What follows belongs to an exercise in optimizing a design on an open flow for small area; a production flow would make more cautious choices. At most, simulation tests tie the RTL to the original design; equivalence was not proved. No functional check of the RTL was part of run 1.

## flow/design.v (module list and top-level ports; edited modules follow where they fit)
// module cordic_sin_cos: 2166 lines
// module cordic_dds: 173 lines
module cordic_dds (
  input             clk,
  input             rst_n,
  input             cfg_vld,
  input      [31:0] cfg_freq_word,
  input      [31:0] cfg_phase_word,
  output reg        sig_vld_o,
  output     [15:0] sin_o,
  output     [15:0] cos_o
);
  // ...
==> flow/flow/run.sh <==
#!/bin/bash
# Layout flow: the standard ORFS flow (standard.sh), with these changes:
#  - clock tree synthesis uses clkbuf_4 buffers in clusters of at most 10 sinks within
#    50 um, and inserts no dummy loads;
#  - the port buffers are buf_1 cells.
# Everything else (floorplan, power grid, tap cells, placement, routing, repair) is the
# standard flow. The full output of the ORFS run goes to standard.log in this work
# folder, and each ORFS step keeps its own log under orfs/logs/.
set -o pipefail
bash standard.sh \
  SYNTH_ARGS=-noabc \
  "CTS_ARGS=-sink_clustering_enable -repair_clock_nets -dont_use_dummy_load -buf_list sky130_fd_sc_hd__clkbuf_4 -sink_clustering_size 10 -sink_clustering_max_diameter 50" \
  "BUFFER_PORTS_ARGS=-buffer_cell sky130_fd_sc_hd__buf_1" \
  finish > standard.log 2>&1
==> flow/standard.sh <==
#!/bin/bash
# synth_recipe.tcl (not shown) runs the flow's synth.tcl, then flattens the netlist and writes it again
# the make line also repeats each setting of config.mk as NAME=value (left out here)
make -C /OpenROAD-flow-scripts/flow DESIGN_CONFIG=/design/flow/config.mk WORK_HOME=/design/flow/orfs CLKGATE_MAP_FILE= SYNTH_SCRIPT=/design/flow/synth_recipe.tcl "${@:-finish}"
==> flow/config.mk <==
export PLATFORM = sky130hd
export DESIGN_NAME = cordic_dds
export DESIGN_NICKNAME = cordic_dds
export VERILOG_FILES = /design/flow/design.v
export SDC_FILE = /design/flow/constraint.sdc
export NUM_CORES = 4
export LEC_CHECK = 0
export ABC_AREA = 1
export CAP_MARGIN = 20
export CORE_MARGIN = 2
export CORE_UTILIZATION = 60
export SLEW_MARGIN = 20
==> flow/constraint.sdc <==
create_clock -name core_clock -period 5.0 [get_ports {clk}]
set_input_delay 1.0000 -clock core_clock [delete_from_list [all_inputs] [get_ports {clk}]]
set_output_delay 1.0000 -clock core_clock [all_outputs]
set_load 0.01 [all_outputs]
==> metrics.cfg, run 1 <==
[cells_and_area]
layout-drive-gt1-share_pct = 11.06
layout_commonest_cell = dfxtp_1
clk_share_pct = 1.796
nFillCells = 4745
seqCellArea_um2 = 15040
syn_to_final_growth_pct = 6.033

[sta]
hold_ws_ns = 0.2404
grt_setup_unrepaired = no
fin_crit_sh_pct = 96.94
period_minus_slack_ns = 4.847

[yosys]
synth-edff-count = 0
yosys.area.top_type = dfxtp_1
muxShareOfSynthArea_pct = 2.344
syn_nets = 3912

[worst_setup_path]
worstReg2RegStart = u_cordic.zp_4
crit_start = u_cordic.zp_4
crit_path_top_delay_cell = fa_1
crit_top_cell = ha_1
path_buf_inv = 0
startpoint_type = flip-flop
arrival_ns = 5.58
cpPeakStageDelay_ns = 0.47
critPathCapture = u_cordic.z_5[13]
path_class = flip-flop to flip-flop

[cts]
postCtsSetupRepairBufs = 0
htreeDepth = 3
cts_hold_buf = 0
cts.sinks = 732
clk-insertion-delay-late_ns = 0.88

[global_routing]
grtUsageMet2_pct = 44.73
grtUsageMet1_pct = 28.89

[detailed_routing]
wl_met3_um = 3244
dr.pass1.iters = 6

[outcome]
outcome = complete, no violations

==> inputs of run 2 (changes only) <==
--- a/flow/design.v
+++ b/flow/design.v
@@ -54,7 +54,7 @@
   assign zn_2_s1[6] = z_1[13] ^ z_1[17] ^ zn_2_k1[6];
   assign zn_2_k1[7] = (z_1[13] & z_1[17]) | (zn_2_k1[6] & (z_1[13] ^ z_1[17]));
   wire [7:0] zn_2_p1;
-  assign zn_2_p1[0] = zn_2_c0;
+  assign zn_2_p1[0] = 1'b1;
   assign zn_2_p1[1] = zn_2_p1[0] & zn_2_s1[0];
   assign zn_2_p1[2] = zn_2_p1[1] & zn_2_s1[1];
   assign zn_2_p1[3] = zn_2_p1[2] & zn_2_s1[2];
@@ -62,8 +62,8 @@
   assign zn_2_p1[5] = zn_2_p1[4] & zn_2_s1[4];
   assign zn_2_p1[6] = zn_2_p1[5] & zn_2_s1[5];
   assign zn_2_p1[7] = zn_2_p1[6] & zn_2_s1[6];
-  assign zn_2[13:7] = zn_2_s1 ^ zn_2_p1[6:0];
-  wire zn_2_c1 = zn_2_k1[7] | (zn_2_c0 & (&zn_2_s1));
+  assign zn_2[13:7] = zn_2_s1 ^ (zn_2_p1[6:0] & {7{zn_2_c0}});
+  wire zn_2_c1 = zn_2_k1[7] | (zn_2_c0 & zn_2_p1[7]);
   wire [4:0] zn_2_k2;
   wire [3:0] zn_2_s2;
   assign zn_2_k2[0] = 1'b0;
@@ -76,12 +76,12 @@
   assign zn_2_s2[3] = z_1[17] ^ zp_1 ^ zn_2_k2[3];
   assign zn_2_k2[4] = (z_1[17] & zp_1) | (zn_2_k2[3] & (z_1[17] ^ zp_1));
   wire [4:0] zn_2_p2;
-  assign zn_2_p2[0] = zn_2_c1;
+  assign zn_2_p2[0] = 1'b1;
   assign zn_2_p2[1] = zn_2_p2[0] & zn_2_s2[0];
   assign zn_2_p2[2] = zn_2_p2[1] & zn_2_s2[1];
   assign zn_2_p2[3] = zn_2_p2[2] & zn_2_s2[2];
   assign zn_2_p2[4] = zn_2_p2[3] & zn_2_s2[3];
-  assign zn_2[17:14] = zn_2_s2 ^ zn_2_p2[3:0];
+  assign zn_2[17:14] = zn_2_s2 ^ (zn_2_p2[3:0] & {4{zn_2_c1}});
   reg [17:0] z_2;
   reg zp_2;
   always @(posedge clk) zp_2 <= ~zn_2[17];
@@ -125,7 +125,7 @@
   assign zn_3_s1[6] = z_2[13] ^ zp_2 ^ zn_3_k1[6];
   assign zn_3_k1[7] = (z_2[13] & zp_2) | (zn_3_k1[6] & (z_2[13] ^ zp_2));
   wire [7:0] zn_3_p1;
-  assign zn_3_p1[0] = zn_3_c0;
+  assign zn_3_p1[0] = 1'b1;
   assign zn_3_p1[1] = zn_3_p1[0] & zn_3_s1[0];
   assign zn_3_p1[2] = zn_3_p1[1] & zn_3_s1[1];
   assign zn_3_p1[3] = zn_3_p1[2] & zn_3_s1[2];
@@ -133,8 +133,8 @@
   assign zn_3_p1[5] = zn_3_p1[4] & zn_3_s1[4];
   assign zn_3_p1[6] = zn_3_p1[5] & zn_3_s1[5];
   assign zn_3_p1[7] = zn_3_p1[6] & zn_3_s1[6];
-  assign zn_3[13:7] = zn_3_s1 ^ zn_3_p1[6:0];
-  wire zn_3_c1 = zn_3_k1[7] | (zn_3_c0 & (&zn_3_s1));
+  assign zn_3[13:7] = zn_3_s1 ^ (zn_3_p1[6:0] & {7{zn_3_c0}});
+  wire zn_3_c1 = zn_3_k1[7] | (zn_3_c0 & zn_3_p1[7]);
   wire [3:0] zn_3_k2;
   wire [2:0] zn_3_s2;
   assign zn_3_k2[0] = 1'b0;
@@ -145,11 +145,11 @@
   assign zn_3_s2[2] = z_2[16] ^ zp_2 ^ zn_3_k2[2];
   assign zn_3_k2[3] = (z_2[16] & zp_2) | (zn_3_k2[2] & (z_2[16] ^ zp_2));
   wire [3:0] zn_3_p2;
-  assign zn_3_p2[0] = zn_3_c1;
+  assign zn_3_p2[0] = 1'b1;
   assign zn_3_p2[1] = zn_3_p2[0] & zn_3_s2[0];
   assign zn_3_p2[2] = zn_3_p2[1] & zn_3_s2[1];
   assign zn_3_p2[3] = zn_3_p2[2] & zn_3_s2[2];
-  assign zn_3[16:14] = zn_3_s2 ^ zn_3_p2[2:0];
+  assign zn_3[16:14] = zn_3_s2 ^ (zn_3_p2[2:0] & {3{zn_3_c1}});
   reg [16:0] z_3;
   reg zp_3;
   always @(posedge clk) zp_3 <= ~zn_3[16];
@@ -193,7 +193,7 @@
   assign zn_4_s1[6] = z_3[13] ^ zp_3 ^ zn_4_k1[6];
   assign zn_4_k1[7] = (z_3[13] & zp_3) | (zn_4_k1[6] & (z_3[13] ^ zp_3));
   wire [7:0] zn_4_p1;
-  assign zn_4_p1[0] = zn_4_c0;
+  assign zn_4_p1[0] = 1'b1;
   assign zn_4_p1[1] = zn_4_p1[0] & zn_4_s1[0];
   assign zn_4_p1[2] = zn_4_p1[1] & zn_4_s1[1];
   assign zn_4_p1[3] = zn_4_p1[2] & zn_4_s1[2];
@@ -201,8 +201,8 @@
   assign zn_4_p1[5] = zn_4_p1[4] & zn_4_s1[4];
   assign zn_4_p1[6] = zn_4_p1[5] & zn_4_s1[5];
   assign zn_4_p1[7] = zn_4_p1[6] & zn_4_s1[6];
-  assign zn_4[13:7] = zn_4_s1 ^ zn_4_p1[6:0];
-  wire zn_4_c1 = zn_4_k1[7] | (zn_4_c0 & (&zn_4_s1));
+  assign zn_4[13:7] = zn_4_s1 ^ (zn_4_p1[6:0] & {7{zn_4_c0}});
+  wire zn_4_c1 = zn_4_k1[7] | (zn_4_c0 & zn_4_p1[7]);
   wire [2:0] zn_4_k2;
   wire [1:0] zn_4_s2;
   assign zn_4_k2[0] = 1'b0;
@@ -211,10 +211,10 @@
   assign zn_4_s2[1] = z_3[15] ^ zp_3 ^ zn_4_k2[1];
   assign zn_4_k2[2] = (z_3[15] & zp_3) | (zn_4_k2[1] & (z_3[15] ^ zp_3));
   wire [2:0] zn_4_p2;
-  assign zn_4_p2[0] = zn_4_c1;
+  assign zn_4_p2[0] = 1'b1;
   assign zn_4_p2[1] = zn_4_p2[0] & zn_4_s2[0];
   assign zn_4_p2[2] = zn_4_p2[1] & zn_4_s2[1];
-  assign zn_4[15:14] = zn_4_s2 ^ zn_4_p2[1:0];
+  assign zn_4[15:14] = zn_4_s2 ^ (zn_4_p2[1:0] & {2{zn_4_c1}});
   reg [15:0] z_4;
   reg zp_4;
   always @(posedge clk) zp_4 <= ~zn_4[15];
@@ -258,7 +258,7 @@
   assign zn_5_s1[6] = z_4[13] ^ z_4[15] ^ zn_5_k1[6];
   assign zn_5_k1[7] = (z_4[13] & z_4[15]) | (zn_5_k1[6] & (z_4[13] ^ z_4[15]));
   wire [7:0] zn_5_p1;
-  assign zn_5_p1[0] = zn_5_c0;
+  assign zn_5_p1[0] = 1'b1;
   assign zn_5_p1[1] = zn_5_p1[0] & zn_5_s1[0];
   assign zn_5_p1[2] = zn_5_p1[1] & zn_5_s1[1];
   assign zn_5_p1[3] = zn_5_p1[2] & zn_5_s1[2];
@@ -266,17 +266,17 @@
   assign zn_5_p1[5] = zn_5_p1[4] & zn_5_s1[4];
   assign zn_5_p1[6] = zn_5_p1[5] & zn_5_s1[5];
   assign zn_5_p1[7] = zn_5_p1[6] & zn_5_s1[6];
-  assign zn_5[13:7] = zn_5_s1 ^ zn_5_p1[6:0];
-  wire zn_5_c1 = zn_5_k1[7] | (zn_5_c0 & (&zn_5_s1));
+  assign zn_5[13:7] = zn_5_s1 ^ (zn_5_p1[6:0] & {7{zn_5_c0}});
+  wire zn_5_c1 = zn_5_k1[7] | (zn_5_c0 & zn_5_p1[7]);
   wire [1:0] zn_5_k2;
   wire [0:0] zn_5_s2;
   assign zn_5_k2[0] = 1'b0;
   assign zn_5_s2[0] = z_4[14] ^ zp_4 ^ zn_5_k2[0];
   assign zn_5_k2[1] = (z_4[14] & zp_4) | (zn_5_k2[0] & (z_4[14] ^ zp_4));
   wire [1:0] zn_5_p2;
-  assign zn_5_p2[0] = zn_5_c1;
+  assign zn_5_p2[0] = 1'b1;
   assign zn_5_p2[1] = zn_5_p2[0] & zn_5_s2[0];
-  assign zn_5[14:14] = zn_5_s2 ^ zn_5_p2[0:0];
+  assign zn_5[14:14] = zn_5_s2 ^ (zn_5_p2[0:0] & {1{zn_5_c1}});
   reg [14:0] z_5;
   reg zp_5;
   always @(posedge clk) zp_5 <= ~zn_5[14];
@@ -320,7 +320,7 @@
   assign zn_6_s1[6] = z_5[13] ^ zp_5 ^ zn_6_k1[6];
   assign zn_6_k1[7] = (z_5[13] & zp_5) | (zn_6_k1[6] & (z_5[13] ^ zp_5));
   wire [7:0] zn_6_p1;
-  assign zn_6_p1[0] = zn_6_c0;
+  assign zn_6_p1[0] = 1'b1;
   assign zn_6_p1[1] = zn_6_p1[0] & zn_6_s1[0];
   assign zn_6_p1[2] = zn_6_p1[1] & zn_6_s1[1];
   assign zn_6_p1[3] = zn_6_p1[2] & zn_6_s1[2];
@@ -328,7 +328,7 @@
   assign zn_6_p1[5] = zn_6_p1[4] & zn_6_s1[4];
   assign zn_6_p1[6] = zn_6_p1[5] & zn_6_s1[5];
   assign zn_6_p1[7] = zn_6_p1[6] & zn_6_s1[6];
-  assign zn_6[13:7] = zn_6_s1 ^ zn_6_p1[6:0];
+  assign zn_6[13:7] = zn_6_s1 ^ (zn_6_p1[6:0] & {7{zn_6_c0}});
   reg [13:0] z_6;
   reg zp_6;
   always @(posedge clk) zp_6 <= ~zn_6[13];
@@ -370,14 +370,14 @@
   assign zn_7_s1[5] = z_6[12] ^ zp_6 ^ zn_7_k1[5];
   assign zn_7_k1[6] = (z_6[12] & zp_6) | (zn_7_k1[5] & (z_6[12] ^ zp_6));
   wire [6:0] zn_7_p1;
-  assign zn_7_p1[0] = zn_7_c0;
+  assign zn_7_p1[0] = 1'b1;
   assign zn_7_p1[1] = zn_7_p1[0] & zn_7_s1[0];
   assign zn_7_p1[2] = zn_7_p1[1] & zn_7_s1[1];
   assign zn_7_p1[3] = zn_7_p1[2] & zn_7_s1[2];
   assign zn_7_p1[4] = zn_7_p1[3] & zn_7_s1[3];
   assign zn_7_p1[5] = zn_7_p1[4] & zn_7_s1[4];
   assign zn_7_p1[6] = zn_7_p1[5] & zn_7_s1[5];
-  assign zn_7[12:7] = zn_7_s1 ^ zn_7_p1[5:0];
+  assign zn_7[12:7] = zn_7_s1 ^ (zn_7_p1[5:0] & {6{zn_7_c0}});
   reg [12:0] z_7;
   reg zp_7;
   always @(posedge clk) zp_7 <= ~zn_7[12];
@@ -417,13 +417,13 @@
   assign zn_8_s1[4] = z_7[11] ^ zp_7 ^ zn_8_k1[4];
   assign zn_8_k1[5] = (z_7[11] & zp_7) | (zn_8_k1[4] & (z_7[11] ^ zp_7));
   wire [5:0] zn_8_p1;
-  assign zn_8_p1[0] = zn_8_c0;
+  assign zn_8_p1[0] = 1'b1;
   assign zn_8_p1[1] = zn_8_p1[0] & zn_8_s1[0];
   assign zn_8_p1[2] = zn_8_p1[1] & zn_8_s1[1];
   assign zn_8_p1[3] = zn_8_p1[2] & zn_8_s1[2];
   assign zn_8_p1[4] = zn_8_p1[3] & zn_8_s1[3];
   assign zn_8_p1[5] = zn_8_p1[4] & zn_8_s1[4];
-  assign zn_8[11:7] = zn_8_s1 ^ zn_8_p1[4:0];
+  assign zn_8[11:7] = zn_8_s1 ^ (zn_8_p1[4:0] & {5{zn_8_c0}});
   reg [11:0] z_8;
   reg zp_8;
   always @(posedge clk) zp_8 <= ~zn_8[11];
@@ -461,12 +461,12 @@
   assign zn_9_s1[3] = z_8[10] ^ zp_8 ^ zn_9_k1[3];
   assign zn_9_k1[4] = (z_8[10] & zp_8) | (zn_9_k1[3] & (z_8[10] ^ zp_8));
   wire [4:0] zn_9_p1;
-  assign zn_9_p1[0] = zn_9_c0;
+  assign zn_9_p1[0] = 1'b1;
   assign zn_9_p1[1] = zn_9_p1[0] & zn_9_s1[0];
   assign zn_9_p1[2] = zn_9_p1[1] & zn_9_s1[1];
   assign zn_9_p1[3] = zn_9_p1[2] & zn_9_s1[2];
   assign zn_9_p1[4] = zn_9_p1[3] & zn_9_s1[3];
-  assign zn_9[10:7] = zn_9_s1 ^ zn_9_p1[3:0];
+  assign zn_9[10:7] = zn_9_s1 ^ (zn_9_p1[3:0] & {4{zn_9_c0}});
   reg [10:0] z_9;
   reg zp_9;
   always @(posedge clk) zp_9 <= ~zn_9[10];
@@ -502,11 +502,11 @@
   assign zn_10_s1[2] = z_9[9] ^ zp_9 ^ zn_10_k1[2];
   assign zn_10_k1[3] = (z_9[9] & zp_9) | (zn_10_k1[2] & (z_9[9] ^ zp_9));
   wire [3:0] zn_10_p1;
-  assign zn_10_p1[0] = zn_10_c0;
+  assign zn_10_p1[0] = 1'b1;
   assign zn_10_p1[1] = zn_10_p1[0] & zn_10_s1[0];
   assign zn_10_p1[2] = zn_10_p1[1] & zn_10_s1[1];
   assign zn_10_p1[3] = zn_10_p1[2] & zn_10_s1[2];
-  assign zn_10[9:7] = zn_10_s1 ^ zn_10_p1[2:0];
+  assign zn_10[9:7] = zn_10_s1 ^ (zn_10_p1[2:0] & {3{zn_10_c0}});
   reg [9:0] z_10;
   reg zp_10;
   always @(posedge clk) zp_10 <= ~zn_10[9];
@@ -540,10 +540,10 @@
   assign zn_11_s1[1] = z_10[8] ^ zp_10 ^ zn_11_k1[1];
   assign zn_11_k1[2] = (z_10[8] & zp_10) | (zn_11_k1[1] & (z_10[8] ^ zp_10));
   wire [2:0] zn_11_p1;
-  assign zn_11_p1[0] = zn_11_c0;
+  assign zn_11_p1[0] = 1'b1;
   assign zn_11_p1[1] = zn_11_p1[0] & zn_11_s1[0];
   assign zn_11_p1[2] = zn_11_p1[1] & zn_11_s1[1];
-  assign zn_11[8:7] = zn_11_s1 ^ zn_11_p1[1:0];
+  assign zn_11[8:7] = zn_11_s1 ^ (zn_11_p1[1:0] & {2{zn_11_c0}});
   reg [8:0] z_11;
   reg zp_11;
   always @(posedge clk) zp_11 <= ~zn_11[8];
@@ -655,14 +655,14 @@
   assign xn_7_lo_s1[4] = x_6[9] ^ (y_6[15] ^ ~d_7_r8) ^ xn_7_lo_k1[4];
   assign xn_7_lo_k1[5] = (x_6[9] & (y_6[15] ^ ~d_7_r8)) | (xn_7_lo_k1[4] & (x_6[9] ^ (y_6[15] ^ ~d_7_r8)));
   wire [5:0] xn_7_lo_p1;
-  assign xn_7_lo_p1[0] = xn_7_lo_c0;
+  assign xn_7_lo_p1[0] = 1'b1;
   assign xn_7_lo_p1[1] = xn_7_lo_p1[0] & xn_7_lo_s1[0];
   assign xn_7_lo_p1[2] = xn_7_lo_p1[1] & xn_7_lo_s1[1];
   assign xn_7_lo_p1[3] = xn_7_lo_p1[2] & xn_7_lo_s1[2];
   assign xn_7_lo_p1[4] = xn_7_lo_p1[3] & xn_7_lo_s1[3];
   assign xn_7_lo_p1[5] = xn_7_lo_p1[4] & xn_7_lo_s1[4];
-  assign xn_7_lo[9:5] = xn_7_lo_s1 ^ xn_7_lo_p1[4:0];
-  wire xn_7_lo_c1 = xn_7_lo_k1[5] | (xn_7_lo_c0 & (&xn_7_lo_s1));
+  assign xn_7_lo[9:5] = xn_7_lo_s1 ^ (xn_7_lo_p1[4:0] & {5{xn_7_lo_c0}});
+  wire xn_7_lo_c1 = xn_7_lo_k1[5] | (xn_7_lo_c0 & xn_7_lo_p1[5]);
   wire [3:0] xn_7_lo_k2;
   wire [2:0] xn_7_lo_s2;
   assign xn_7_lo_k2[0] = 1'b0;
@@ -673,12 +673,12 @@
   assign xn_7_lo_s2[2] = x_6[12] ^ (y_6[18] ^ ~d_7_r8) ^ xn_7_lo_k2[2];
   assign xn_7_lo_k2[3] = (x_6[12] & (y_6[18] ^ ~d_7_r8)) | (xn_7_lo_k2[2] & (x_6[12] ^ (y_6[18] ^ ~d_7_r8)));
   wire [3:0] xn_7_lo_p2;
-  assign xn_7_lo_p2[0] = xn_7_lo_c1;
+  assign xn_7_lo_p2[0] = 1'b1;
   assign xn_7_lo_p2[1] = xn_7_lo_p2[0] & xn_7_lo_s2[0];
   assign xn_7_lo_p2[2] = xn_7_lo_p2[1] & xn_7_lo_s2[1];
   assign xn_7_lo_p2[3] = xn_7_lo_p2[2] & xn_7_lo_s2[2];
-  assign xn_7_lo[12:10] = xn_7_lo_s2 ^ xn_7_lo_p2[2:0];
-  wire xn_7_lo_c2 = xn_7_lo_k2[3] | (xn_7_lo_c1 & (&xn_7_lo_s2));
+  assign xn_7_lo[12:10] = xn_7_lo_s2 ^ (xn_7_lo_p2[2:0] & {3{xn_7_lo_c1}});
+  wire xn_7_lo_c2 = xn_7_lo_k2[3] | (xn_7_lo_c1 & xn_7_lo_p2[3]);
   wire xn_7_bs = (y_6[19] ^ ~d_7_r8);
   wire xn_7_t = xn_7_lo_c2 ^ xn_7_bs;
   wire [19:0] xn_7;
@@ -737,14 +737,14 @@
   assign yn_7_lo_s1[4] = y_6[9] ^ (x_6[15] ^ d_7_r8) ^ yn_7_lo_k1[4];
   assign yn_7_lo_k1[5] = (y_6[9] & (x_6[15] ^ d_7_r8)) | (yn_7_lo_k1[4] & (y_6[9] ^ (x_6[15] ^ d_7_r8)));
   wire [5:0] yn_7_lo_p1;
-  assign yn_7_lo_p1[0] = yn_7_lo_c0;
+  assign yn_7_lo_p1[0] = 1'b1;
   assign yn_7_lo_p1[1] = yn_7_lo_p1[0] & yn_7_lo_s1[0];
   assign yn_7_lo_p1[2] = yn_7_lo_p1[1] & yn_7_lo_s1[1];
   assign yn_7_lo_p1[3] = yn_7_lo_p1[2] & yn_7_lo_s1[2];
   assign yn_7_lo_p1[4] = yn_7_lo_p1[3] & yn_7_lo_s1[3];
   assign yn_7_lo_p1[5] = yn_7_lo_p1[4] & yn_7_lo_s1[4];
-  assign yn_7_lo[9:5] = yn_7_lo_s1 ^ yn_7_lo_p1[4:0];
-  wire yn_7_lo_c1 = yn_7_lo_k1[5] | (yn_7_lo_c0 & (&yn_7_lo_s1));
+  assign yn_7_lo[9:5] = yn_7_lo_s1 ^ (yn_7_lo_p1[4:0] & {5{yn_7_lo_c0}});
+  wire yn_7_lo_c1 = yn_7_lo_k1[5] | (yn_7_lo_c0 & yn_7_lo_p1[5]);
   wire [3:0] yn_7_lo_k2;
   wire [2:0] yn_7_lo_s2;
   assign yn_7_lo_k2[0] = 1'b0;
@@ -755,12 +755,12 @@
   assign yn_7_lo_s2[2] = y_6[12] ^ (x_6[18] ^ d_7_r8) ^ yn_7_lo_k2[2];
   assign yn_7_lo_k2[3] = (y_6[12] & (x_6[18] ^ d_7_r8)) | (yn_7_lo_k2[2] & (y_6[12] ^ (x_6[18] ^ d_7_r8)));
   wire [3:0] yn_7_lo_p2;
-  assign yn_7_lo_p2[0] = yn_7_lo_c1;
+  assign yn_7_lo_p2[0] = 1'b1;
   assign yn_7_lo_p2[1] = yn_7_lo_p2[0] & yn_7_lo_s2[0];
   assign yn_7_lo_p2[2] = yn_7_lo_p2[1] & yn_7_lo_s2[1];
   assign yn_7_lo_p2[3] = yn_7_lo_p2[2] & yn_7_lo_s2[2];
-  assign yn_7_lo[12:10] = yn_7_lo_s2 ^ yn_7_lo_p2[2:0];
-  wire yn_7_lo_c2 = yn_7_lo_k2[3] | (yn_7_lo_c1 & (&yn_7_lo_s2));
+  assign yn_7_lo[12:10] = yn_7_lo_s2 ^ (yn_7_lo_p2[2:0] & {3{yn_7_lo_c1}});
+  wire yn_7_lo_c2 = yn_7_lo_k2[3] | (yn_7_lo_c1 & yn_7_lo_p2[3]);
   wire yn_7_bs = (x_6[19] ^ d_7_r8);
   wire yn_7_t = yn_7_lo_c2 ^ yn_7_bs;
   wire [19:0] yn_7;
@@ -821,14 +821,14 @@
   assign xn_8_lo_s1[4] = x_7[9] ^ (y_7[16] ^ ~d_8_r9) ^ xn_8_lo_k1[4];
   assign xn_8_lo_k1[5] = (x_7[9] & (y_7[16] ^ ~d_8_r9)) | (xn_8_lo_k1[4] & (x_7[9] ^ (y_7[16] ^ ~d_8_r9)));
   wire [5:0] xn_8_lo_p1;
-  assign xn_8_lo_p1[0] = xn_8_lo_c0;
+  assign xn_8_lo_p1[0] = 1'b1;
   assign xn_8_lo_p1[1] = xn_8_lo_p1[0] & xn_8_lo_s1[0];
   assign xn_8_lo_p1[2] = xn_8_lo_p1[1] & xn_8_lo_s1[1];
   assign xn_8_lo_p1[3] = xn_8_lo_p1[2] & xn_8_lo_s1[2];
   assign xn_8_lo_p1[4] = xn_8_lo_p1[3] & xn_8_lo_s1[3];
   assign xn_8_lo_p1[5] = xn_8_lo_p1[4] & xn_8_lo_s1[4];
-  assign xn_8_lo[9:5] = xn_8_lo_s1 ^ xn_8_lo_p1[4:0];
-  wire xn_8_lo_c1 = xn_8_lo_k1[5] | (xn_8_lo_c0 & (&xn_8_lo_s1));
+  assign xn_8_lo[9:5] = xn_8_lo_s1 ^ (xn_8_lo_p1[4:0] & {5{xn_8_lo_c0}});
+  wire xn_8_lo_c1 = xn_8_lo_k1[5] | (xn_8_lo_c0 & xn_8_lo_p1[5]);
   wire [2:0] xn_8_lo_k2;
   wire [1:0] xn_8_lo_s2;
   assign xn_8_lo_k2[0] = 1'b0;
@@ -837,11 +837,11 @@
   assign xn_8_lo_s2[1] = x_7[11] ^ (y_7[18] ^ ~d_8_r9) ^ xn_8_lo_k2[1];
   assign xn_8_lo_k2[2] = (x_7[11] & (y_7[18] ^ ~d_8_r9)) | (xn_8_lo_k2[1] & (x_7[11] ^ (y_7[18] ^ ~d_8_r9)));
   wire [2:0] xn_8_lo_p2;
-  assign xn_8_lo_p2[0] = xn_8_lo_c1;
+  assign xn_8_lo_p2[0] = 1'b1;
   assign xn_8_lo_p2[1] = xn_8_lo_p2[0] & xn_8_lo_s2[0];
   assign xn_8_lo_p2[2] = xn_8_lo_p2[1] & xn_8_lo_s2[1];
-  assign xn_8_lo[11:10] = xn_8_lo_s2 ^ xn_8_lo_p2[1:0];
-  wire xn_8_lo_c2 = xn_8_lo_k2[2] | (xn_8_lo_c1 & (&xn_8_lo_s2));
+  assign xn_8_lo[11:10] = xn_8_lo_s2 ^ (xn_8_lo_p2[1:0] & {2{xn_8_lo_c1}});
+  wire xn_8_lo_c2 = xn_8_lo_k2[2] | (xn_8_lo_c1 & xn_8_lo_p2[2]);
   wire xn_8_bs = (y_7[19] ^ ~d_8_r9);
   wire xn_8_t = xn_8_lo_c2 ^ xn_8_bs;
   wire [19:0] xn_8;
@@ -903,14 +903,14 @@
   assign yn_8_lo_s1[4] = y_7[9] ^ (x_7[16] ^ d_8_r9) ^ yn_8_lo_k1[4];
   assign yn_8_lo_k1[5] = (y_7[9] & (x_7[16] ^ d_8_r9)) | (yn_8_lo_k1[4] & (y_7[9] ^ (x_7[16] ^ d_8_r9)));
   wire [5:0] yn_8_lo_p1;
-  assign yn_8_lo_p1[0] = yn_8_lo_c0;
+  assign yn_8_lo_p1[0] = 1'b1;
   assign yn_8_lo_p1[1] = yn_8_lo_p1[0] & yn_8_lo_s1[0];
   assign yn_8_lo_p1[2] = yn_8_lo_p1[1] & yn_8_lo_s1[1];
   assign yn_8_lo_p1[3] = yn_8_lo_p1[2] & yn_8_lo_s1[2];
   assign yn_8_lo_p1[4] = yn_8_lo_p1[3] & yn_8_lo_s1[3];
   assign yn_8_lo_p1[5] = yn_8_lo_p1[4] & yn_8_lo_s1[4];
-  assign yn_8_lo[9:5] = yn_8_lo_s1 ^ yn_8_lo_p1[4:0];
-  wire yn_8_lo_c1 = yn_8_lo_k1[5] | (yn_8_lo_c0 & (&yn_8_lo_s1));
+  assign yn_8_lo[9:5] = yn_8_lo_s1 ^ (yn_8_lo_p1[4:0] & {5{yn_8_lo_c0}});
+  wire yn_8_lo_c1 = yn_8_lo_k1[5] | (yn_8_lo_c0 & yn_8_lo_p1[5]);
   wire [2:0] yn_8_lo_k2;
   wire [1:0] yn_8_lo_s2;
   assign yn_8_lo_k2[0] = 1'b0;
@@ -919,11 +919,11 @@
   assign yn_8_lo_s2[1] = y_7[11] ^ (x_7[18] ^ d_8_r9) ^ yn_8_lo_k2[1];
   assign yn_8_lo_k2[2] = (y_7[11] & (x_7[18] ^ d_8_r9)) | (yn_8_lo_k2[1] & (y_7[11] ^ (x_7[18] ^ d_8_r9)));
   wire [2:0] yn_8_lo_p2;
-  assign yn_8_lo_p2[0] = yn_8_lo_c1;
+  assign yn_8_lo_p2[0] = 1'b1;
   assign yn_8_lo_p2[1] = yn_8_lo_p2[0] & yn_8_lo_s2[0];
   assign yn_8_lo_p2[2] = yn_8_lo_p2[1] & yn_8_lo_s2[1];
-  assign yn_8_lo[11:10] = yn_8_lo_s2 ^ yn_8_lo_p2[1:0];
-  wire yn_8_lo_c2 = yn_8_lo_k2[2] | (yn_8_lo_c1 & (&yn_8_lo_s2));
+  assign yn_8_lo[11:10] = yn_8_lo_s2 ^ (yn_8_lo_p2[1:0] & {2{yn_8_lo_c1}});
+  wire yn_8_lo_c2 = yn_8_lo_k2[2] | (yn_8_lo_c1 & yn_8_lo_p2[2]);
   wire yn_8_bs = (x_7[19] ^ d_8_r9);
   wire yn_8_t = yn_8_lo_c2 ^ yn_8_bs;
   wire [19:0] yn_8;
@@ -987,24 +987,24 @@
   assign xn_9_lo_s1[4] = x_8[9] ^ (y_8[17] ^ ~d_9_r10) ^ xn_9_lo_k1[4];
   assign xn_9_lo_k1[5] = (x_8[9] & (y_8[17] ^ ~d_9_r10)) | (xn_9_lo_k1[4] & (x_8[9] ^ (y_8[17] ^ ~d_9_r10)));
   wire [5:0] xn_9_lo_p1;
-  assign xn_9_lo_p1[0] = xn_9_lo_c0;
+  assign xn_9_lo_p1[0] = 1'b1;
   assign xn_9_lo_p1[1] = xn_9_lo_p1[0] & xn_9_lo_s1[0];
   assign xn_9_lo_p1[2] = xn_9_lo_p1[1] & xn_9_lo_s1[1];
   assign xn_9_lo_p1[3] = xn_9_lo_p1[2] & xn_9_lo_s1[2];
   assign xn_9_lo_p1[4] = xn_9_lo_p1[3] & xn_9_lo_s1[3];
   assign xn_9_lo_p1[5] = xn_9_lo_p1[4] & xn_9_lo_s1[4];
-  assign xn_9_lo[9:5] = xn_9_lo_s1 ^ xn_9_lo_p1[4:0];
-  wire xn_9_lo_c1 = xn_9_lo_k1[5] | (xn_9_lo_c0 & (&xn_9_lo_s1));
+  assign xn_9_lo[9:5] = xn_9_lo_s1 ^ (xn_9_lo_p1[4:0] & {5{xn_9_lo_c0}});
+  wire xn_9_lo_c1 = xn_9_lo_k1[5] | (xn_9_lo_c0 & xn_9_lo_p1[5]);
   wire [1:0] xn_9_lo_k2;
   wire [0:0] xn_9_lo_s2;
   assign xn_9_lo_k2[0] = 1'b0;
   assign xn_9_lo_s2[0] = x_8[10] ^ (y_8[18] ^ ~d_9_r10) ^ xn_9_lo_k2[0];
   assign xn_9_lo_k2[1] = (x_8[10] & (y_8[18] ^ ~d_9_r10)) | (xn_9_lo_k2[0] & (x_8[10] ^ (y_8[18] ^ ~d_9_r10)));
   wire [1:0] xn_9_lo_p2;
-  assign xn_9_lo_p2[0] = xn_9_lo_c1;
+  assign xn_9_lo_p2[0] = 1'b1;
   assign xn_9_lo_p2[1] = xn_9_lo_p2[0] & xn_9_lo_s2[0];
-  assign xn_9_lo[10:10] = xn_9_lo_s2 ^ xn_9_lo_p2[0:0];
-  wire xn_9_lo_c2 = xn_9_lo_k2[1] | (xn_9_lo_c1 & (&xn_9_lo_s2));
+  assign xn_9_lo[10:10] = xn_9_lo_s2 ^ (xn_9_lo_p2[0:0] & {1{xn_9_lo_c1}});
+  wire xn_9_lo_c2 = xn_9_lo_k2[1] | (xn_9_lo_c1 & xn_9_lo_p2[1]);
   wire xn_9_bs = (y_8[19] ^ ~d_9_r10);
   wire xn_9_t = xn_9_lo_c2 ^ xn_9_bs;
   wire [19:0] xn_9;
@@ -1069,24 +1069,24 @@
   assign yn_9_lo_s1[4] = y_8[9] ^ (x_8[17] ^ d_9_r10) ^ yn_9_lo_k1[4];
   assign yn_9_lo_k1[5] = (y_8[9] & (x_8[17] ^ d_9_r10)) | (yn_9_lo_k1[4] & (y_8[9] ^ (x_8[17] ^ d_9_r10)));
   wire [5:0] yn_9_lo_p1;
-  assign yn_9_lo_p1[0] = yn_9_lo_c0;
+  assign yn_9_lo_p1[0] = 1'b1;
   assign yn_9_lo_p1[1] = yn_9_lo_p1[0] & yn_9_lo_s1[0];
   assign yn_9_lo_p1[2] = yn_9_lo_p1[1] & yn_9_lo_s1[1];
   assign yn_9_lo_p1[3] = yn_9_lo_p1[2] & yn_9_lo_s1[2];
   assign yn_9_lo_p1[4] = yn_9_lo_p1[3] & yn_9_lo_s1[3];
   assign yn_9_lo_p1[5] = yn_9_lo_p1[4] & yn_9_lo_s1[4];
-  assign yn_9_lo[9:5] = yn_9_lo_s1 ^ yn_9_lo_p1[4:0];
-  wire yn_9_lo_c1 = yn_9_lo_k1[5] | (yn_9_lo_c0 & (&yn_9_lo_s1));
+  assign yn_9_lo[9:5] = yn_9_lo_s1 ^ (yn_9_lo_p1[4:0] & {5{yn_9_lo_c0}});
+  wire yn_9_lo_c1 = yn_9_lo_k1[5] | (yn_9_lo_c0 & yn_9_lo_p1[5]);
   wire [1:0] yn_9_lo_k2;
   wire [0:0] yn_9_lo_s2;
   assign yn_9_lo_k2[0] = 1'b0;
   assign yn_9_lo_s2[0] = y_8[10] ^ (x_8[18] ^ d_9_r10) ^ yn_9_lo_k2[0];
   assign yn_9_lo_k2[1] = (y_8[10] & (x_8[18] ^ d_9_r10)) | (yn_9_lo_k2[0] & (y_8[10] ^ (x_8[18] ^ d_9_r10)));
   wire [1:0] yn_9_lo_p2;
-  assign yn_9_lo_p2[0] = yn_9_lo_c1;
+  assign yn_9_lo_p2[0] = 1'b1;
   assign yn_9_lo_p2[1] = yn_9_lo_p2[0] & yn_9_lo_s2[0];
-  assign yn_9_lo[10:10] = yn_9_lo_s2 ^ yn_9_lo_p2[0:0];
-  wire yn_9_lo_c2 = yn_9_lo_k2[1] | (yn_9_lo_c1 & (&yn_9_lo_s2));
+  assign yn_9_lo[10:10] = yn_9_lo_s2 ^ (yn_9_lo_p2[0:0] & {1{yn_9_lo_c1}});
+  wire yn_9_lo_c2 = yn_9_lo_k2[1] | (yn_9_lo_c1 & yn_9_lo_p2[1]);
   wire yn_9_bs = (x_8[19] ^ d_9_r10);
   wire yn_9_t = yn_9_lo_c2 ^ yn_9_bs;
   wire [19:0] yn_9;
@@ -1153,14 +1153,14 @@
   assign xn_10_lo_s1[4] = x_9[9] ^ (y_9[18] ^ ~d_10_r11) ^ xn_10_lo_k1[4];
   assign xn_10_lo_k1[5] = (x_9[9] & (y_9[18] ^ ~d_10_r11)) | (xn_10_lo_k1[4] & (x_9[9] ^ (y_9[18] ^ ~d_10_r11)));
   wire [5:0] xn_10_lo_p1;
-  assign xn_10_lo_p1[0] = xn_10_lo_c0;
+  assign xn_10_lo_p1[0] = 1'b1;
   assign xn_10_lo_p1[1] = xn_10_lo_p1[0] & xn_10_lo_s1[0];
   assign xn_10_lo_p1[2] = xn_10_lo_p1[1] & xn_10_lo_s1[1];
   assign xn_10_lo_p1[3] = xn_10_lo_p1[2] & xn_10_lo_s1[2];
   assign xn_10_lo_p1[4] = xn_10_lo_p1[3] & xn_10_lo_s1[3];
   assign xn_10_lo_p1[5] = xn_10_lo_p1[4] & xn_10_lo_s1[4];
-  assign xn_10_lo[9:5] = xn_10_lo_s1 ^ xn_10_lo_p1[4:0];
-  wire xn_10_lo_c1 = xn_10_lo_k1[5] | (xn_10_lo_c0 & (&xn_10_lo_s1));
+  assign xn_10_lo[9:5] = xn_10_lo_s1 ^ (xn_10_lo_p1[4:0] & {5{xn_10_lo_c0}});
+  wire xn_10_lo_c1 = xn_10_lo_k1[5] | (xn_10_lo_c0 & xn_10_lo_p1[5]);
   wire xn_10_bs = (y_9[19] ^ ~d_10_r11);
   wire xn_10_t = xn_10_lo_c1 ^ xn_10_bs;
   wire [19:0] xn_10;
@@ -1228,14 +1228,14 @@
   assign yn_10_lo_s1[4] = y_9[9] ^ (x_9[18] ^ d_10_r11) ^ yn_10_lo_k1[4];
   assign yn_10_lo_k1[5] = (y_9[9] & (x_9[18] ^ d_10_r11)) | (yn_10_lo_k1[4] & (y_9[9] ^ (x_9[18] ^ d_10_r11)));
   wire [5:0] yn_10_lo_p1;
-  assign yn_10_lo_p1[0] = yn_10_lo_c0;
+  assign yn_10_lo_p1[0] = 1'b1;
   assign yn_10_lo_p1[1] = yn_10_lo_p1[0] & yn_10_lo_s1[0];
   assign yn_10_lo_p1[2] = yn_10_lo_p1[1] & yn_10_lo_s1[1];
   assign yn_10_lo_p1[3] = yn_10_lo_p1[2] & yn_10_lo_s1[2];
   assign yn_10_lo_p1[4] = yn_10_lo_p1[3] & yn_10_lo_s1[3];
   assign yn_10_lo_p1[5] = yn_10_lo_p1[4] & yn_10_lo_s1[4];
-  assign yn_10_lo[9:5] = yn_10_lo_s1 ^ yn_10_lo_p1[4:0];
-  wire yn_10_lo_c1 = yn_10_lo_k1[5] | (yn_10_lo_c0 & (&yn_10_lo_s1));
+  assign yn_10_lo[9:5] = yn_10_lo_s1 ^ (yn_10_lo_p1[4:0] & {5{yn_10_lo_c0}});
+  wire yn_10_lo_c1 = yn_10_lo_k1[5] | (yn_10_lo_c0 & yn_10_lo_p1[5]);
   wire yn_10_bs = (x_9[19] ^ d_10_r11);
   wire yn_10_t = yn_10_lo_c1 ^ yn_10_bs;
   wire [19:0] yn_10;
@@ -1303,13 +1303,13 @@
   assign xn_11_lo_s1[3] = x_10[8] ^ (y_10[18] ^ ~d_11_r12) ^ xn_11_lo_k1[3];
   assign xn_11_lo_k1[4] = (x_10[8] & (y_10[18] ^ ~d_11_r12)) | (xn_11_lo_k1[3] & (x_10[8] ^ (y_10[18] ^ ~d_11_r12)));
   wire [4:0] xn_11_lo_p1;
-  assign xn_11_lo_p1[0] = xn_11_lo_c0;
+  assign xn_11_lo_p1[0] = 1'b1;
   assign xn_11_lo_p1[1] = xn_11_lo_p1[0] & xn_11_lo_s1[0];
   assign xn_11_lo_p1[2] = xn_11_lo_p1[1] & xn_11_lo_s1[1];
   assign xn_11_lo_p1[3] = xn_11_lo_p1[2] & xn_11_lo_s1[2];
   assign xn_11_lo_p1[4] = xn_11_lo_p1[3] & xn_11_lo_s1[3];
-  assign xn_11_lo[8:5] = xn_11_lo_s1 ^ xn_11_lo_p1[3:0];
-  wire xn_11_lo_c1 = xn_11_lo_k1[4] | (xn_11_lo_c0 & (&xn_11_lo_s1));
+  assign xn_11_lo[8:5] = xn_11_lo_s1 ^ (xn_11_lo_p1[3:0] & {4{xn_11_lo_c0}});
+  wire xn_11_lo_c1 = xn_11_lo_k1[4] | (xn_11_lo_c0 & xn_11_lo_p1[4]);
   wire xn_11_bs = (y_10[19] ^ ~d_11_r12);
   wire xn_11_t = xn_11_lo_c1 ^ xn_11_bs;
   wire [19:0] xn_11;
@@ -1378,13 +1378,13 @@
   assign yn_11_lo_s1[3] = y_10[8] ^ (x_10[18] ^ d_11_r12) ^ yn_11_lo_k1[3];
   assign yn_11_lo_k1[4] = (y_10[8] & (x_10[18] ^ d_11_r12)) | (yn_11_lo_k1[3] & (y_10[8] ^ (x_10[18] ^ d_11_r12)));
   wire [4:0] yn_11_lo_p1;
-  assign yn_11_lo_p1[0] = yn_11_lo_c0;
+  assign yn_11_lo_p1[0] = 1'b1;
   assign yn_11_lo_p1[1] = yn_11_lo_p1[0] & yn_11_lo_s1[0];
   assign yn_11_lo_p1[2] = yn_11_lo_p1[1] & yn_11_lo_s1[1];
   assign yn_11_lo_p1[3] = yn_11_lo_p1[2] & yn_11_lo_s1[2];
   assign yn_11_lo_p1[4] = yn_11_lo_p1[3] & yn_11_lo_s1[3];
-  assign yn_11_lo[8:5] = yn_11_lo_s1 ^ yn_11_lo_p1[3:0];
-  wire yn_11_lo_c1 = yn_11_lo_k1[4] | (yn_11_lo_c0 & (&yn_11_lo_s1));
+  assign yn_11_lo[8:5] = yn_11_lo_s1 ^ (yn_11_lo_p1[3:0] & {4{yn_11_lo_c0}});
+  wire yn_11_lo_c1 = yn_11_lo_k1[4] | (yn_11_lo_c0 & yn_11_lo_p1[4]);
   wire yn_11_bs = (x_10[19] ^ d_11_r12);
   wire yn_11_t = yn_11_lo_c1 ^ yn_11_bs;
   wire [19:0] yn_11;
@@ -1453,12 +1453,12 @@
   assign xn_12_lo_s1[2] = x_11[7] ^ (y_11[18] ^ ~d_12_r13) ^ xn_12_lo_k1[2];
   assign xn_12_lo_k1[3] = (x_11[7] & (y_11[18] ^ ~d_12_r13)) | (xn_12_lo_k1[2] & (x_11[7] ^ (y_11[18] ^ ~d_12_r13)));
   wire [3:0] xn_12_lo_p1;
-  assign xn_12_lo_p1[0] = xn_12_lo_c0;
+  assign xn_12_lo_p1[0] = 1'b1;
   assign xn_12_lo_p1[1] = xn_12_lo_p1[0] & xn_12_lo_s1[0];
   assign xn_12_lo_p1[2] = xn_12_lo_p1[1] & xn_12_lo_s1[1];
   assign xn_12_lo_p1[3] = xn_12_lo_p1[2] & xn_12_lo_s1[2];
-  assign xn_12_lo[7:5] = xn_12_lo_s1 ^ xn_12_lo_p1[2:0];
-  wire xn_12_lo_c1 = xn_12_lo_k1[3] | (xn_12_lo_c0 & (&xn_12_lo_s1));
+  assign xn_12_lo[7:5] = xn_12_lo_s1 ^ (xn_12_lo_p1[2:0] & {3{xn_12_lo_c0}});
+  wire xn_12_lo_c1 = xn_12_lo_k1[3] | (xn_12_lo_c0 & xn_12_lo_p1[3]);
   wire xn_12_bs = (y_11[19] ^ ~d_12_r13);
   wire xn_12_t = xn_12_lo_c1 ^ xn_12_bs;
   wire [19:0] xn_12;
@@ -1528,12 +1528,12 @@
   assign yn_12_lo_s1[2] = y_11[7] ^ (x_11[18] ^ d_12_r13) ^ yn_12_lo_k1[2];
   assign yn_12_lo_k1[3] = (y_11[7] & (x_11[18] ^ d_12_r13)) | (yn_12_lo_k1[2] & (y_11[7] ^ (x_11[18] ^ d_12_r13)));
   wire [3:0] yn_12_lo_p1;
-  assign yn_12_lo_p1[0] = yn_12_lo_c0;
+  assign yn_12_lo_p1[0] = 1'b1;
   assign yn_12_lo_p1[1] = yn_12_lo_p1[0] & yn_12_lo_s1[0];
   assign yn_12_lo_p1[2] = yn_12_lo_p1[1] & yn_12_lo_s1[1];
   assign yn_12_lo_p1[3] = yn_12_lo_p1[2] & yn_12_lo_s1[2];
-  assign yn_12_lo[7:5] = yn_12_lo_s1 ^ yn_12_lo_p1[2:0];
-  wire yn_12_lo_c1 = yn_12_lo_k1[3] | (yn_12_lo_c0 & (&yn_12_lo_s1));
+  assign yn_12_lo[7:5] = yn_12_lo_s1 ^ (yn_12_lo_p1[2:0] & {3{yn_12_lo_c0}});
+  wire yn_12_lo_c1 = yn_12_lo_k1[3] | (yn_12_lo_c0 & yn_12_lo_p1[3]);
   wire yn_12_bs = (x_11[19] ^ d_12_r13);
   wire yn_12_t = yn_12_lo_c1 ^ yn_12_bs;
   wire [19:0] yn_12;
@@ -1603,11 +1603,11 @@
   assign xn_13_lo_s1[1] = x_12[6] ^ (y_12[18] ^ ~d_13_r14) ^ xn_13_lo_k1[1];
   assign xn_13_lo_k1[2] = (x_12[6] & (y_12[18] ^ ~d_13_r14)) | (xn_13_lo_k1[1] & (x_12[6] ^ (y_12[18] ^ ~d_13_r14)));
   wire [2:0] xn_13_lo_p1;
-  assign xn_13_lo_p1[0] = xn_13_lo_c0;
+  assign xn_13_lo_p1[0] = 1'b1;
   assign xn_13_lo_p1[1] = xn_13_lo_p1[0] & xn_13_lo_s1[0];
   assign xn_13_lo_p1[2] = xn_13_lo_p1[1] & xn_13_lo_s1[1];
-  assign xn_13_lo[6:5] = xn_13_lo_s1 ^ xn_13_lo_p1[1:0];
-  wire xn_13_lo_c1 = xn_13_lo_k1[2] | (xn_13_lo_c0 & (&xn_13_lo_s1));
+  assign xn_13_lo[6:5] = xn_13_lo_s1 ^ (xn_13_lo_p1[1:0] & {2{xn_13_lo_c0}});
+  wire xn_13_lo_c1 = xn_13_lo_k1[2] | (xn_13_lo_c0 & xn_13_lo_p1[2]);
   wire xn_13_bs = (y_12[19] ^ ~d_13_r14);
   wire xn_13_t = xn_13_lo_c1 ^ xn_13_bs;
   wire [19:0] xn_13;
@@ -1678,11 +1678,11 @@
   assign yn_13_lo_s1[1] = y_12[6] ^ (x_12[18] ^ d_13_r14) ^ yn_13_lo_k1[1];
   assign yn_13_lo_k1[2] = (y_12[6] & (x_12[18] ^ d_13_r14)) | (yn_13_lo_k1[1] & (y_12[6] ^ (x_12[18] ^ d_13_r14)));
   wire [2:0] yn_13_lo_p1;
-  assign yn_13_lo_p1[0] = yn_13_lo_c0;
+  assign yn_13_lo_p1[0] = 1'b1;
   assign yn_13_lo_p1[1] = yn_13_lo_p1[0] & yn_13_lo_s1[0];
   assign yn_13_lo_p1[2] = yn_13_lo_p1[1] & yn_13_lo_s1[1];
-  assign yn_13_lo[6:5] = yn_13_lo_s1 ^ yn_13_lo_p1[1:0];
-  wire yn_13_lo_c1 = yn_13_lo_k1[2] | (yn_13_lo_c0 & (&yn_13_lo_s1));
+  assign yn_13_lo[6:5] = yn_13_lo_s1 ^ (yn_13_lo_p1[1:0] & {2{yn_13_lo_c0}});
+  wire yn_13_lo_c1 = yn_13_lo_k1[2] | (yn_13_lo_c0 & yn_13_lo_p1[2]);
   wire yn_13_bs = (x_12[19] ^ d_13_r14);
   wire yn_13_t = yn_13_lo_c1 ^ yn_13_bs;
   wire [19:0] yn_13;
@@ -1753,10 +1753,10 @@
   assign xn_14_lo_s1[0] = x_13[5] ^ (y_13[18] ^ ~d_14_r15) ^ xn_14_lo_k1[0];
   assign xn_14_lo_k1[1] = (x_13[5] & (y_13[18] ^ ~d_14_r15)) | (xn_14_lo_k1[0] & (x_13[5] ^ (y_13[18] ^ ~d_14_r15)));
   wire [1:0] xn_14_lo_p1;
-  assign xn_14_lo_p1[0] = xn_14_lo_c0;
+  assign xn_14_lo_p1[0] = 1'b1;
   assign xn_14_lo_p1[1] = xn_14_lo_p1[0] & xn_14_lo_s1[0];
-  assign xn_14_lo[5:5] = xn_14_lo_s1 ^ xn_14_lo_p1[0:0];
-  wire xn_14_lo_c1 = xn_14_lo_k1[1] | (xn_14_lo_c0 & (&xn_14_lo_s1));
+  assign xn_14_lo[5:5] = xn_14_lo_s1 ^ (xn_14_lo_p1[0:0] & {1{xn_14_lo_c0}});
+  wire xn_14_lo_c1 = xn_14_lo_k1[1] | (xn_14_lo_c0 & xn_14_lo_p1[1]);
   wire xn_14_bs = (y_13[19] ^ ~d_14_r15);
   wire xn_14_t = xn_14_lo_c1 ^ xn_14_bs;
   wire [19:0] xn_14;
@@ -1828,10 +1828,10 @@
   assign yn_14_lo_s1[0] = y_13[5] ^ (x_13[18] ^ d_14_r15) ^ yn_14_lo_k1[0];
   assign yn_14_lo_k1[1] = (y_13[5] & (x_13[18] ^ d_14_r15)) | (yn_14_lo_k1[0] & (y_13[5] ^ (x_13[18] ^ d_14_r15)));
   wire [1:0] yn_14_lo_p1;
-  assign yn_14_lo_p1[0] = yn_14_lo_c0;
+  assign yn_14_lo_p1[0] = 1'b1;
   assign yn_14_lo_p1[1] = yn_14_lo_p1[0] & yn_14_lo_s1[0];
-  assign yn_14_lo[5:5] = yn_14_lo_s1 ^ yn_14_lo_p1[0:0];
-  wire yn_14_lo_c1 = yn_14_lo_k1[1] | (yn_14_lo_c0 & (&yn_14_lo_s1));
+  assign yn_14_lo[5:5] = yn_14_lo_s1 ^ (yn_14_lo_p1[0:0] & {1{yn_14_lo_c0}});
+  wire yn_14_lo_c1 = yn_14_lo_k1[1] | (yn_14_lo_c0 & yn_14_lo_p1[1]);
   wire yn_14_bs = (x_13[19] ^ d_14_r15);
   wire yn_14_t = yn_14_lo_c1 ^ yn_14_bs;
   wire [19:0] yn_14;
@@ -2207,14 +2207,14 @@
   assign acc_sum_s1[4] = phase_accum[9] ^ add_freq_wd[9] ^ acc_sum_k1[4];
   assign acc_sum_k1[5] = (phase_accum[9] & add_freq_wd[9]) | (acc_sum_k1[4] & (phase_accum[9] ^ add_freq_wd[9]));
   wire [5:0] acc_sum_p1;
-  assign acc_sum_p1[0] = acc_sum_c0;
+  assign acc_sum_p1[0] = 1'b1;
   assign acc_sum_p1[1] = acc_sum_p1[0] & acc_sum_s1[0];
   assign acc_sum_p1[2] = acc_sum_p1[1] & acc_sum_s1[1];
   assign acc_sum_p1[3] = acc_sum_p1[2] & acc_sum_s1[2];
   assign acc_sum_p1[4] = acc_sum_p1[3] & acc_sum_s1[3];
   assign acc_sum_p1[5] = acc_sum_p1[4] & acc_sum_s1[4];
-  assign acc_sum[9:5] = acc_sum_s1 ^ acc_sum_p1[4:0];
-  wire acc_sum_c1 = acc_sum_k1[5] | (acc_sum_c0 & (&acc_sum_s1));
+  assign acc_sum[9:5] = acc_sum_s1 ^ (acc_sum_p1[4:0] & {5{acc_sum_c0}});
+  wire acc_sum_c1 = acc_sum_k1[5] | (acc_sum_c0 & acc_sum_p1[5]);
   wire [5:0] acc_sum_k2;
   wire [4:0] acc_sum_s2;
   assign acc_sum_k2[0] = 1'b0;
@@ -2229,14 +2229,14 @@
   assign acc_sum_s2[4] = phase_accum[14] ^ add_freq_wd[14] ^ acc_sum_k2[4];
   assign acc_sum_k2[5] = (phase_accum[14] & add_freq_wd[14]) | (acc_sum_k2[4] & (phase_accum[14] ^ add_freq_wd[14]));
   wire [5:0] acc_sum_p2;
-  assign acc_sum_p2[0] = acc_sum_c1;
+  assign acc_sum_p2[0] = 1'b1;
   assign acc_sum_p2[1] = acc_sum_p2[0] & acc_sum_s2[0];
   assign acc_sum_p2[2] = acc_sum_p2[1] & acc_sum_s2[1];
   assign acc_sum_p2[3] = acc_sum_p2[2] & acc_sum_s2[2];
   assign acc_sum_p2[4] = acc_sum_p2[3] & acc_sum_s2[3];
   assign acc_sum_p2[5] = acc_sum_p2[4] & acc_sum_s2[4];
-  assign acc_sum[14:10] = acc_sum_s2 ^ acc_sum_p2[4:0];
-  wire acc_sum_c2 = acc_sum_k2[5] | (acc_sum_c1 & (&acc_sum_s2));
+  assign acc_sum[14:10] = acc_sum_s2 ^ (acc_sum_p2[4:0] & {5{acc_sum_c1}});
+  wire acc_sum_c2 = acc_sum_k2[5] | (acc_sum_c1 & acc_sum_p2[5]);
   wire [5:0] acc_sum_k3;
   wire [4:0] acc_sum_s3;
   assign acc_sum_k3[0] = 1'b0;
@@ -2251,14 +2251,14 @@
   assign acc_sum_s3[4] = phase_accum[19] ^ add_freq_wd[19] ^ acc_sum_k3[4];
   assign acc_sum_k3[5] = (phase_accum[19] & add_freq_wd[19]) | (acc_sum_k3[4] & (phase_accum[19] ^ add_freq_wd[19]));
   wire [5:0] acc_sum_p3;
-  assign acc_sum_p3[0] = acc_sum_c2;
+  assign acc_sum_p3[0] = 1'b1;
   assign acc_sum_p3[1] = acc_sum_p3[0] & acc_sum_s3[0];
   assign acc_sum_p3[2] = acc_sum_p3[1] & acc_sum_s3[1];
   assign acc_sum_p3[3] = acc_sum_p3[2] & acc_sum_s3[2];
   assign acc_sum_p3[4] = acc_sum_p3[3] & acc_sum_s3[3];
   assign acc_sum_p3[5] = acc_sum_p3[4] & acc_sum_s3[4];
-  assign acc_sum[19:15] = acc_sum_s3 ^ acc_sum_p3[4:0];
-  wire acc_sum_c3 = acc_sum_k3[5] | (acc_sum_c2 & (&acc_sum_s3));
+  assign acc_sum[19:15] = acc_sum_s3 ^ (acc_sum_p3[4:0] & {5{acc_sum_c2}});
+  wire acc_sum_c3 = acc_sum_k3[5] | (acc_sum_c2 & acc_sum_p3[5]);
   wire [6:0] acc_sum_k4;
   wire [5:0] acc_sum_s4;
   assign acc_sum_k4[0] = 1'b0;
@@ -2275,15 +2275,15 @@
   assign acc_sum_s4[5] = phase_accum[25] ^ add_freq_wd[25] ^ acc_sum_k4[5];
   assign acc_sum_k4[6] = (phase_accum[25] & add_freq_wd[25]) | (acc_sum_k4[5] & (phase_accum[25] ^ add_freq_wd[25]));
   wire [6:0] acc_sum_p4;
-  assign acc_sum_p4[0] = acc_sum_c3;
+  assign acc_sum_p4[0] = 1'b1;
   assign acc_sum_p4[1] = acc_sum_p4[0] & acc_sum_s4[0];
   assign acc_sum_p4[2] = acc_sum_p4[1] & acc_sum_s4[1];
   assign acc_sum_p4[3] = acc_sum_p4[2] & acc_sum_s4[2];
   assign acc_sum_p4[4] = acc_sum_p4[3] & acc_sum_s4[3];
   assign acc_sum_p4[5] = acc_sum_p4[4] & acc_sum_s4[4];
   assign acc_sum_p4[6] = acc_sum_p4[5] & acc_sum_s4[5];
-  assign acc_sum[25:20] = acc_sum_s4 ^ acc_sum_p4[5:0];
-  wire acc_sum_c4 = acc_sum_k4[6] | (acc_sum_c3 & (&acc_sum_s4));
+  assign acc_sum[25:20] = acc_sum_s4 ^ (acc_sum_p4[5:0] & {6{acc_sum_c3}});
+  wire acc_sum_c4 = acc_sum_k4[6] | (acc_sum_c3 & acc_sum_p4[6]);
   wire [6:0] acc_sum_k5;
   wire [5:0] acc_sum_s5;
   assign acc_sum_k5[0] = 1'b0;
@@ -2300,14 +2300,14 @@
   assign acc_sum_s5[5] = phase_accum[31] ^ add_freq_wd[31] ^ acc_sum_k5[5];
   assign acc_sum_k5[6] = (phase_accum[31] & add_freq_wd[31]) | (acc_sum_k5[5] & (phase_accum[31] ^ add_freq_wd[31]));
   wire [6:0] acc_sum_p5;
-  assign acc_sum_p5[0] = acc_sum_c4;
+  assign acc_sum_p5[0] = 1'b1;
   assign acc_sum_p5[1] = acc_sum_p5[0] & acc_sum_s5[0];
   assign acc_sum_p5[2] = acc_sum_p5[1] & acc_sum_s5[1];
   assign acc_sum_p5[3] = acc_sum_p5[2] & acc_sum_s5[2];
   assign acc_sum_p5[4] = acc_sum_p5[3] & acc_sum_s5[3];
   assign acc_sum_p5[5] = acc_sum_p5[4] & acc_sum_s5[4];
   assign acc_sum_p5[6] = acc_sum_p5[5] & acc_sum_s5[5];
-  assign acc_sum[31:26] = acc_sum_s5 ^ acc_sum_p5[5:0];
+  assign acc_sum[31:26] = acc_sum_s5 ^ (acc_sum_p5[5:0] & {6{acc_sum_c4}});
   always @(posedge clk or negedge rst_n) begin
     if (!rst_n) begin
       phase_accum <= 32'd0;
==> metrics.cfg, run 2 <==
[place]
dp.cells = 4494
placed_area_um2 = 37330
place.port_buffers = 99
hpwl_um = 59110
gp_congestion = 0.9478

[sta]
finalHoldViolCount = 0
period_minus_slack_ns = 4.749  ; -0.09773 ns
slew_viol_final = 0
setup_violations = 0
grt_setup_unrepaired = no
finClkSkew_ns = 0.1097
clock.fmax_mhz = 210.6
slew_headroom_pct = 27.81
worstMarginPinSlew_ns = 1.082
fin_crit_sh_pct = 94.98  ; -2.0 points

[detailed_routing]
vias_per_cell = 5.172
wl_per_cell_um = 16.39
antenna_left = 0
wirelength_um = 75190
drc = 0
via_count = 23730
drt-initial-drc-count = 1318
dr.pass1.iters = 21  ; +15

[worst_setup_path]
startpoint_type = flip-flop
cp-end-kind = flip-flop
path_buf_inv = 0  ; unchanged
critical_path.max_fanout = 3
critPathRequiredTime_ns = 5.70
path_class = flip-flop to flip-flop
critPathTopFamily = adder cells
crit_path_cell_trace = xor2_1, fa_1, fa_1, fa_1, fa_1, fa_1, nand3_1, nor2_1, nand2_1, o21bai_1, fa_2, nor2_2, or2_1, nand3_1, a21oi_2, nand2_2, a21oi_4, nand2_1, xnor2_1
cpPeakStageDelay_ns = 0.45  ; -0.02 ns
arrival_ns = 5.45  ; -0.13 ns
crit_top_cell = fa_1
crit_path_top_delay_cell = fa_1

[yosys]
seq_area_frac_synth_pct = 41.79
ys.flop_type = dfxtp_1
synth.avg_cell_area_um2 = 9.844
yosys.area.top_type = dfxtp_1
synth_top_area_share_pct = 36.88
ys_warn_count = 2
synthTopCellsByArea = dfxtp_1 37%, fa_1 15%, xor2_1 11%
synth-edff-count = 0  ; unchanged
ys_async_sr_fraction_pct = 9.563
ys_seq_elements = 732
synthMostInstantiatedCell = dfxtp_1
synth_cell_type_count = 66
synthTopCellsByCount = 662 x dfxtp_1, 632 x nand2_1, 447 x xor2_1
netlist_instances = 3651
netlist_area_um2 = 35940
syn_nets = 4092  ; +4.6%

[global_routing]
grt_usage_pct = 25.02
antenna_found_initial = 3
grt_max_degree = 77
grt_pass1_vias = 24930
grt_pass1_wl_um = 124300
overflow = 0

[cells_and_area]
fin_util_pct = 64.42
nets = 4253
syn_to_final_growth_pct = 5.981  ; about the same
stdcell_area_um2 = 38090
reg_top3 = add_freq_wd x32, phase_accum x32
final_cell_mix = 652 x dfxtp_1, 631 x nand2_1, 446 x xor2_1
layout-drive-gt1-share_pct = 8.373  ; -2.7 points
layout_commonest_cell = dfxtp_1
nFillCells = 4761  ; +0.34%
final_cells = 4587

[floorplanning]
die_x_um = 248.7
die_h_um = 248.7
core_area_um2 = 59130
ios = 100
row_count = 89
initial_utilization_pct = 60.78
dieArea_um2 = 61870

[cts]
clkSlewWorstSetupHoldPaths_ns = 0.11
clk-insertion-delay-late_ns = 0.86  ; -0.02 ns
cts.sinks = 732  ; unchanged
cts_buffer_depth = 3
root_buffer = clkbuf_4
cts_buffers = 89
htreeDepth = 3  ; unchanged
cts_tree = built

[job]
drv_cap = 0

[min_path]
hp-class = input port to asynchronous set/reset pin

[outcome]
outcome = complete, no violations

## run 2: repair_timing
action,CTS,global route
buffers inserted,0,0
endpoints found under the setup margin,3,24
resized for setup,2,27
hold buffers,0,0
## run 2: path summary, 6_finish.rpt
| path | slack (ns) | end | cells after the start | start |
|---|---|---|---|---|
| max in group asynchronous | 4.00 | add_freq_wd[19] | 2 | rst_n |
| worst max register to register | 0.25 | u_cordic.y_9[18] | 19 | u_cordic.x_8[8] |
| worst min register to register | 0.30 | u_cordic.z_1[0] | 0 | u_cordic.z_0[0] |
| worst min-delay path | 0.16 | pro_cnt[0] | 1 | rst_n |
| min in group core_clock | 0.30 | u_cordic.z_1[0] | 0 | u_cordic.z_0[0] |
| worst max-delay path | 0.25 | u_cordic.y_9[18] | 19 | u_cordic.x_8[8] |
## run 2: cell type report
cell class                      instances  area (µm²)  area share, %
Tap cell                              773       967.2          2.539
Sequential cell                       732       15030          39.46
Antenna cell                            4       10.01        0.02628
Inverter                              366        1379          3.620
Timing Repair Buffer                  150       767.0          2.014
Multi-Input combinational cell       2473       19270          50.58
Clock buffer                           89       668.1          1.754
## run 2: metal layers
layer	global-route usage [%]	share of wire [%]	wire length [µm]
met1	31.06	42	31560
met2	44.10	50	37560
met3	4.117	4.7	3538
met4	8.987	3.3	2517
met5	0	0.017	13
## run 2: cells by family after synthesis
| kind of cell | after synthesis | synth area share [%] |
|---|---|---|
| mux | 12 | 0.3690 |
| xor+xnor | 607 | 14.79 |
| simple gates | 1115 | 13.30 |
| flops | 732 | 41.79 |
| buf+inv | 446 | 4.787 |
| fa+ha+maj | 374 | 18.79 |
| compound gates | 365 | 6.183 |
## run 2: through the flow
| step | hold WS, ns | setup TNS (ns) | worst slack (ns) |
|---|---|---|---|
| global route | 0.1383 | 0 | 0.0008304 |
| CTS | 0.2277 | 0 | 0.02951 |
| detailed placement | 0.3121 | -0.04087 | -0.03419 |
| floorplan | 0.3096 | 0 | 0.01753 |
| global placement | 0.3107 | 0 | 0.09692 |
| finish | 0.1631 | 0 | 0.2510 |

port drivers added, routing unchanged:
How much do the figures lean on ideal ports? The routed layouts below were timed once more, with nothing changed but the port constraints.
Step 1 (the two cells are an assumption about what drives the block):
set clk [get_ports {clk}]
set_driving_cell -lib_cell sky130_fd_sc_hd__clkbuf_16 $clk
set_driving_cell -lib_cell sky130_fd_sc_hd__buf_2 [delete_from_list [all_inputs] $clk]
Step 2 also shifts input and output timing later by t, the mid clock arrival at the registers, as if the neighbouring blocks saw the same clock.
Three values: ideal ports, drivers, drivers and shift; two values: the first two.
| run | t (ns) | setup WS [ns] | worst setup path after step 2 | worst slew at a driven data input, ns | pins driven straight from the clock port |
|---|---|---|---|---|---|
| run 1 | 0.885 | 0.153 / 0.153 / 0.153 | register to register | 0.06 | 1 |
| run 2 | 0.861 | 0.251 / 0.251 / 0.251 | register to register | 0.08 | 1 |
After both steps setup and hold are still met in every run listed.
